Source: an optimization exercise on an open RTL-to-GDS flow (aim: a short achievable clock period and few clock cycles). Production flows keep margins and buffers that such runs may drop. RTL that was checked went through simulation tests only; none was proved equivalent to the original. Power figures rest on the tool's default switching activity, not on a simulated workload.

garnet:
## cpu_pipeline
module cpu_pipeline (
    input clk,           
    input rst_n,         
    output [31:0] imem_addr,     
    input  [31:0] imem_rdata,    
    output [31:0] dmem_addr,     
    output [31:0] dmem_wdata,    
    output        dmem_we,       
    input  [31:0] dmem_rdata     
);
reg  [31:0] pc;
reg         d_valid;
reg  [31:0] d_ir, d_pc4, d_pnpc;
reg  [11:0] d_tag;
reg  [15:0] d_hit;
reg  [31:0] d_rs_oh, d_rt_oh;    
reg         d_pt, d_lx;
reg         d_stall;             
reg         d_redb, d_rednc;     
reg  [31:0] e_a, e_b, e_sd, e_pc4, e_bt, e_pnpc;
reg  [4:0]  e_sh, e_dst;
reg  [11:0] e_tag;
reg  [15:0] e_hit;
reg         e_rw, e_lw, e_sw, e_br, e_jr, e_jalr;
reg         e_kill;              
reg         e_beq, e_bne, e_blez, e_bgtz, e_bgez;
reg         e_pt, e_ptok;
reg         e_a_m, e_a_r, e_b_m, e_b_r, e_s_m, e_s_r;
reg         e_ac_m, e_bc_m;      
reg         e_add, e_sub, e_slt, e_sltu, e_and, e_or, e_xor, e_nor, e_passb;
reg         e_sll, e_srl, e_sra;
reg  [31:0] m_res, m_sd;
reg         m_we, m_rw, m_lw;
reg  [4:0]  m_dst;
reg  [31:0] w_res;
reg         w_rw;
reg  [4:0]  w_dst;
reg  [31:0] pci, ma;
reg  [31:0] ra;
reg         u_upd, u_taken;
reg         l_upd, l_taken;
reg  [15:0] l_hit;
reg  [11:0] u_tag, u_tgt;
wire        taken, jr_ne;
wire        e_rwv   = e_rw   & ~e_kill;
wire        e_lwv   = e_lw   & ~e_kill;
wire        e_swv   = e_sw   & ~e_kill;
wire        e_brv   = e_br   & ~e_kill;
wire        e_jrxv  = (e_jr | e_jalr) & ~e_kill;
wire        e_jalrv = e_jalr & ~e_kill;
wire [31:0] pcx = pci;
  ...
For scale: ~10000 cells after synthesis, roughly 2300 flip-flops, ~160 I/O pins, about 0.12 mm^2 of cells after synthesis.
Settings: LEC_CHECK=0, CAP_MARGIN=40, CORE_MARGIN=2, CORE_UTILIZATION=40, CTS_CLUSTER_DIAMETER=100, CTS_CLUSTER_SIZE=20, PLACE_DENSITY=0.7, SETUP_SLACK_MARGIN=5, SLEW_MARGIN=40; clock period 13.0 ns.
standard.sh (not shown) runs the stock make flow with config.mk's settings and CLKGATE_MAP_FILE= SYNTH_SCRIPT=/design/flow/synth_recipe.tcl, a recipe that flattens the netlist after the stock synthesis.
==> flow/flow/run.sh <==
#!/bin/bash
# Layout flow: the standard flow (standard.sh: ORFS with the standard
# synthesis), with two changes to how the layout is made; the constraints
# (constraint.sdc) are unchanged:
#  - timing repair aims at a larger setup slack margin, so that it works
#    towards the period the design can reach rather than the design's 13 ns;
#  - after global placement, flow/outbuf.tcl moves each output port's buffer
#    next to the register that feeds it (detailed placement legalizes it).
# Each tool's log is in orfs/logs/; make's own output is in flow_make.log.
set -euo pipefail
MARGIN=${MARGIN:-9}
sed -e "s|SETUP_SLACK_MARGIN=[-0-9.]*|SETUP_SLACK_MARGIN=$MARGIN POST_GLOBAL_PLACE_TCL=$PWD/flow/outbuf.tcl|" standard.sh > standard_margin.sh
grep -q "SETUP_SLACK_MARGIN=$MARGIN" standard_margin.sh
bash standard_margin.sh finish > flow_make.log 2>&1
==> flow/flow/outbuf.tcl <==
# Move the buffer of each output port, and any inverter or buffer between
# it and the register that feeds it, next to that register, so that the
# buffer, not the register, drives the wire to the pin. Detailed placement
# legalizes the moved cells afterwards.
proc outbuf_driver {inst} {
  foreach it [$inst getITerms] {
    if {[$it isInputSignal] && [$it getNet] != "NULL"} {
      foreach jt [[$it getNet] getITerms] {
        if {[$jt isOutputSignal]} { return [$jt getInst] }
      }
    }
  }
  return ""
}
proc outbuf_is_single {inst} {
  set n 0
  foreach it [$inst getITerms] {
    if {[$it isInputSignal] && [$it getNet] != "NULL"} { incr n }
  }
  set m [[$inst getMaster] getName]
  return [expr {$n == 1 && [regexp {__(inv|buf|clkbuf|clkinv)_} $m]}]
}
set block [ord::get_db_block]
set moved 0
foreach bterm [$block getBTerms] {
  if {[$bterm getIoType] != "OUTPUT"} { continue }
  set net [$bterm getNet]
  if {$net == "NULL"} { continue }
  set buf ""
  foreach it [$net getITerms] {
    if {[$it isOutputSignal]} { set buf [$it getInst] }
  }
  if {$buf == ""} { continue }
  set chain [list $buf]
  set src [outbuf_driver $buf]
  while {$src != "" && [outbuf_is_single $src] && [llength $chain] < 4} {
    lappend chain $src
    set src [outbuf_driver $src]
  }
  if {$src == ""} { continue }
  set loc [$src getLocation]
  foreach c $chain {
    $c setLocation [lindex $loc 0] [lindex $loc 1]
    incr moved
  }
}
puts "outbuf: moved $moved cells next to the registers that drive the outputs"
Relative to garnet, the following input files were edited for delta:
Settings: changing PLACE_DENSITY from 0.7 to 0.6.
Findings:
delta: inverter count of the layout excluding clock inverters 1 below garnet. Looking only at count of clock buffers in the final design, and setting everything else aside, the higher value of garnet and delta goes to garnet. The maximum clock frequency of delta is higher than that of garnet. Higher critical path depth among garnet and delta: garnet. Summary: clock period minus worst slack, delta better than garnet. [compare] base=garnet new=delta: placeable core area shows no meaningful change, number of instances resized during post-cts repair shows a reduction of 3.
### delta -> yarrow
--- a/flow/flow/run.sh
+++ b/flow/flow/run.sh
@@ -9,5 +9,5 @@
 # Each tool's log is in orfs/logs/; make's own output is in flow_make.log.
 set -euo pipefail
-MARGIN=${MARGIN:-9}
+MARGIN=${MARGIN:-8.8}
 sed -e "s|SETUP_SLACK_MARGIN=[-0-9.]*|SETUP_SLACK_MARGIN=$MARGIN POST_GLOBAL_PLACE_TCL=$PWD/flow/outbuf.tcl|" standard.sh > standard_margin.sh
 grep -q "SETUP_SLACK_MARGIN=$MARGIN" standard_margin.sh
## What came out
Min worst slew slack as a fraction of its limit across delta and yarrow: delta. Re total number of clock tree sinks: no difference whatsoever between yarrow and delta. Footprint of the flip-flops and latches: yarrow vs delta, no meaningful difference. yarrow -> delta: cell count after placement flat. yarrow went all the way through synthesis, placement and routing and the layout is clean on timing, DRC and antenna.
No functional check of the RTL was part of any run of this note.

02-11:
cpu_pipeline, a different RTL version from the one above (not shown whole).
For scale: about 2300 flip-flops, ~160 I/O pins.
==> flow/config.mk <==
export PLATFORM = sky130hd
export DESIGN_NAME = cpu_pipeline
export DESIGN_NICKNAME = cpu_pipeline
export VERILOG_FILES = /design/flow/design.v
export SDC_FILE = /design/flow/constraint.sdc
export NUM_CORES = 8
export LEC_CHECK = 0
export CAP_MARGIN = 40
export CORE_MARGIN = 2
export CORE_UTILIZATION = 40
export PLACE_DENSITY = 0.6
export SETUP_SLACK_MARGIN = 5
export SLEW_MARGIN = 40
==> flow/constraint.sdc <==
create_clock -name core_clock -period 13.0 [get_ports {clk}]
set_input_delay 2.6000 -clock core_clock [delete_from_list [all_inputs] [get_ports {clk}]]
set_output_delay 2.6000 -clock core_clock [all_outputs]
set_load 0.01 [all_outputs]
==> flow/flow/run.sh <==
#!/bin/bash
set -euo pipefail
MARGIN=${MARGIN:-9}
sed -e "s/SETUP_SLACK_MARGIN=[-0-9.]*/SETUP_SLACK_MARGIN=$MARGIN/" standard.sh > standard_margin.sh
grep -q "SETUP_SLACK_MARGIN=$MARGIN" standard_margin.sh
bash standard_margin.sh finish > flow_make.log 2>&1
02-11 did not stop at any stage, and its layout met the timing, DRC and antenna checks.
Testbench counts of 02-11, summed over its fixed seeds: cycles 254,461.
### 02-11 -> 03-01
# 02-11
export LEC_CHECK = 0
export CAP_MARGIN = 40
export CORE_MARGIN = 2
export CORE_UTILIZATION = 40
export PLACE_DENSITY = 0.6
export SETUP_SLACK_MARGIN = 5
export SLEW_MARGIN = 40
create_clock -name core_clock -period 13.0 [get_ports {clk}]
# 03-01
export LEC_CHECK = 0
export CAP_MARGIN = 20
export CORE_MARGIN = 2
export CORE_UTILIZATION = 40
export PLACE_DENSITY = 0.6
export SETUP_SLACK_MARGIN = 5
export SLEW_MARGIN = 20
create_clock -name core_clock -period 13.0 [get_ports {clk}]
[compare] base=02-11 new=03-01: overall via count from detail_route shows an increase of 589, clock period minus worst slack shows a reduction of 14 ps, share of total power in combinational logic shows an increase of 0.3 points, number of antenna violations at the first check in global routing shows a reduction of 4, worst hold slack shows a reduction of 11 ps.
03-01 and 02-11 ended up with nearly the same global routing met3 resource utilization.
Area added between synthesis and finish: lower on 03-01
In the flow results for 03-01 and 02-11, the sequential share of layout area is smaller on 02-11.
Total track usage in 03-01 is 0.24 points lower than in 02-11
Against 02-11, 03-01 comes in 28 lower on non-clock buffer count.
In terms of clock-pin slew on the worst setup and hold paths, 02-11 and 03-01 differ only marginally.

Setup of rev 12:
Another version of the RTL of cpu_pipeline (not shown whole).
Size: roughly 160 I/O pins, about 0.12 mm2 of cells after synthesis.
export LEC_CHECK = 0
export CAP_MARGIN = 40
export CORE_MARGIN = 2
export CORE_UTILIZATION = 33
export CTS_CLUSTER_DIAMETER = 100
export CTS_CLUSTER_SIZE = 20
export PLACE_DENSITY = 0.55
export SETUP_SLACK_MARGIN = 5
export SLEW_MARGIN = 40
create_clock -name core_clock -period 13.0 [get_ports {clk}]
==> flow/flow/run.sh <==
#!/bin/bash
# Layout flow: the standard flow (standard.sh: ORFS with the standard
# synthesis), with two changes to how the layout is made; the constraints
# (constraint.sdc) are unchanged:
#  - timing repair aims at a larger setup slack margin, so that it works
#    towards the period the design can reach rather than the design's 13 ns;
#  - after global placement, flow/outbuf.tcl moves each output port's buffer
#    next to the register that feeds it (detailed placement legalizes it).
# Each tool's log is in orfs/logs/; make's own output is in flow_make.log.
set -euo pipefail
MARGIN=${MARGIN:-9}
sed -e "s|SETUP_SLACK_MARGIN=[-0-9.]*|SETUP_SLACK_MARGIN=$MARGIN POST_GLOBAL_PLACE_TCL=$PWD/flow/outbuf.tcl|" standard.sh > standard_margin.sh
grep -q "SETUP_SLACK_MARGIN=$MARGIN" standard_margin.sh
bash standard_margin.sh finish > flow_make.log 2>&1
Scripts as last shown in full above: flow/flow/outbuf.tcl
Modified inputs, rev 13 compared to rev 12
diff --git a/flow/config.mk b/flow/config.mk
--- a/flow/config.mk
+++ b/flow/config.mk
@@ -9,6 +9,6 @@
 export CORE_MARGIN = 2
-export CORE_UTILIZATION = 33
+export CORE_UTILIZATION = 40
 export CTS_CLUSTER_DIAMETER = 100
 export CTS_CLUSTER_SIZE = 20
-export PLACE_DENSITY = 0.55
+export PLACE_DENSITY = 0.6
 export SETUP_SLACK_MARGIN = 5
==> comparison <==
Between rev 12 and rev 13, the combined flip-flop and latch cell area does not differ in any meaningful way. On total power, rev 13 and rev 12 are basically level. In rev 13, first-pass GRT wire length is lower than in rev 12. Diff rev 13 and rev 12: detailed placer's ending HPWL higher in rev 12.
Function was not checked in any run of this note: the RTL went through the layout flow alone.

[static timing again, ports no longer ideal]
Ports are ideal in the flow. The routed layouts listed here were re-timed in OpenROAD.
Step 1 assumes that a clkbuf_16 drives the clock port and a buf_2 every other input.
Step 2 moves the port delays by t, midway between the first and last clock arrival at a register: inputs arrive t later, outputs are due t later. That takes back most of the time a late clock gives input paths.
Three values: no drivers, after step 1, after step 2; two values: the first two.
run | t, ns | slack for setup (ns) | worst setup path at the end | worst register clock-pin slew, ns | cell pins on the clock port's net
garnet | 0.926 | 8.881 / 8.884 / 8.013 | input to register | 0.10 / 0.10 | 1
delta | 0.957 | 8.896 / 8.863 / 8.052 | input to register | 0.10 / 0.10 | 1
yarrow | 0.949 | 8.791 / 8.735 / 7.941 | input to register | 0.10 / 0.10 | 1
02-11 | 1.016 | 8.820 / 8.717 / 8.076 | input to register | 0.07 / 0.07 | 1
03-01 | 1.010 | 8.834 / 8.727 / 8.079 | input to register | 0.07 / 0.07 | 1
rev 12 | 0.970 | 8.742 / 8.791 / 7.833 | input to register | 0.10 / 0.10 | 1
rev 13 | 0.950 | 8.690 / 8.743 / 7.792 | input to register | 0.10 / 0.10 | 1
After both steps every run listed still meets setup and hold. For rev 12, which loses most, drivers alone change the setup slack by +0.049 ns; drivers and shift together by -0.909 ns.
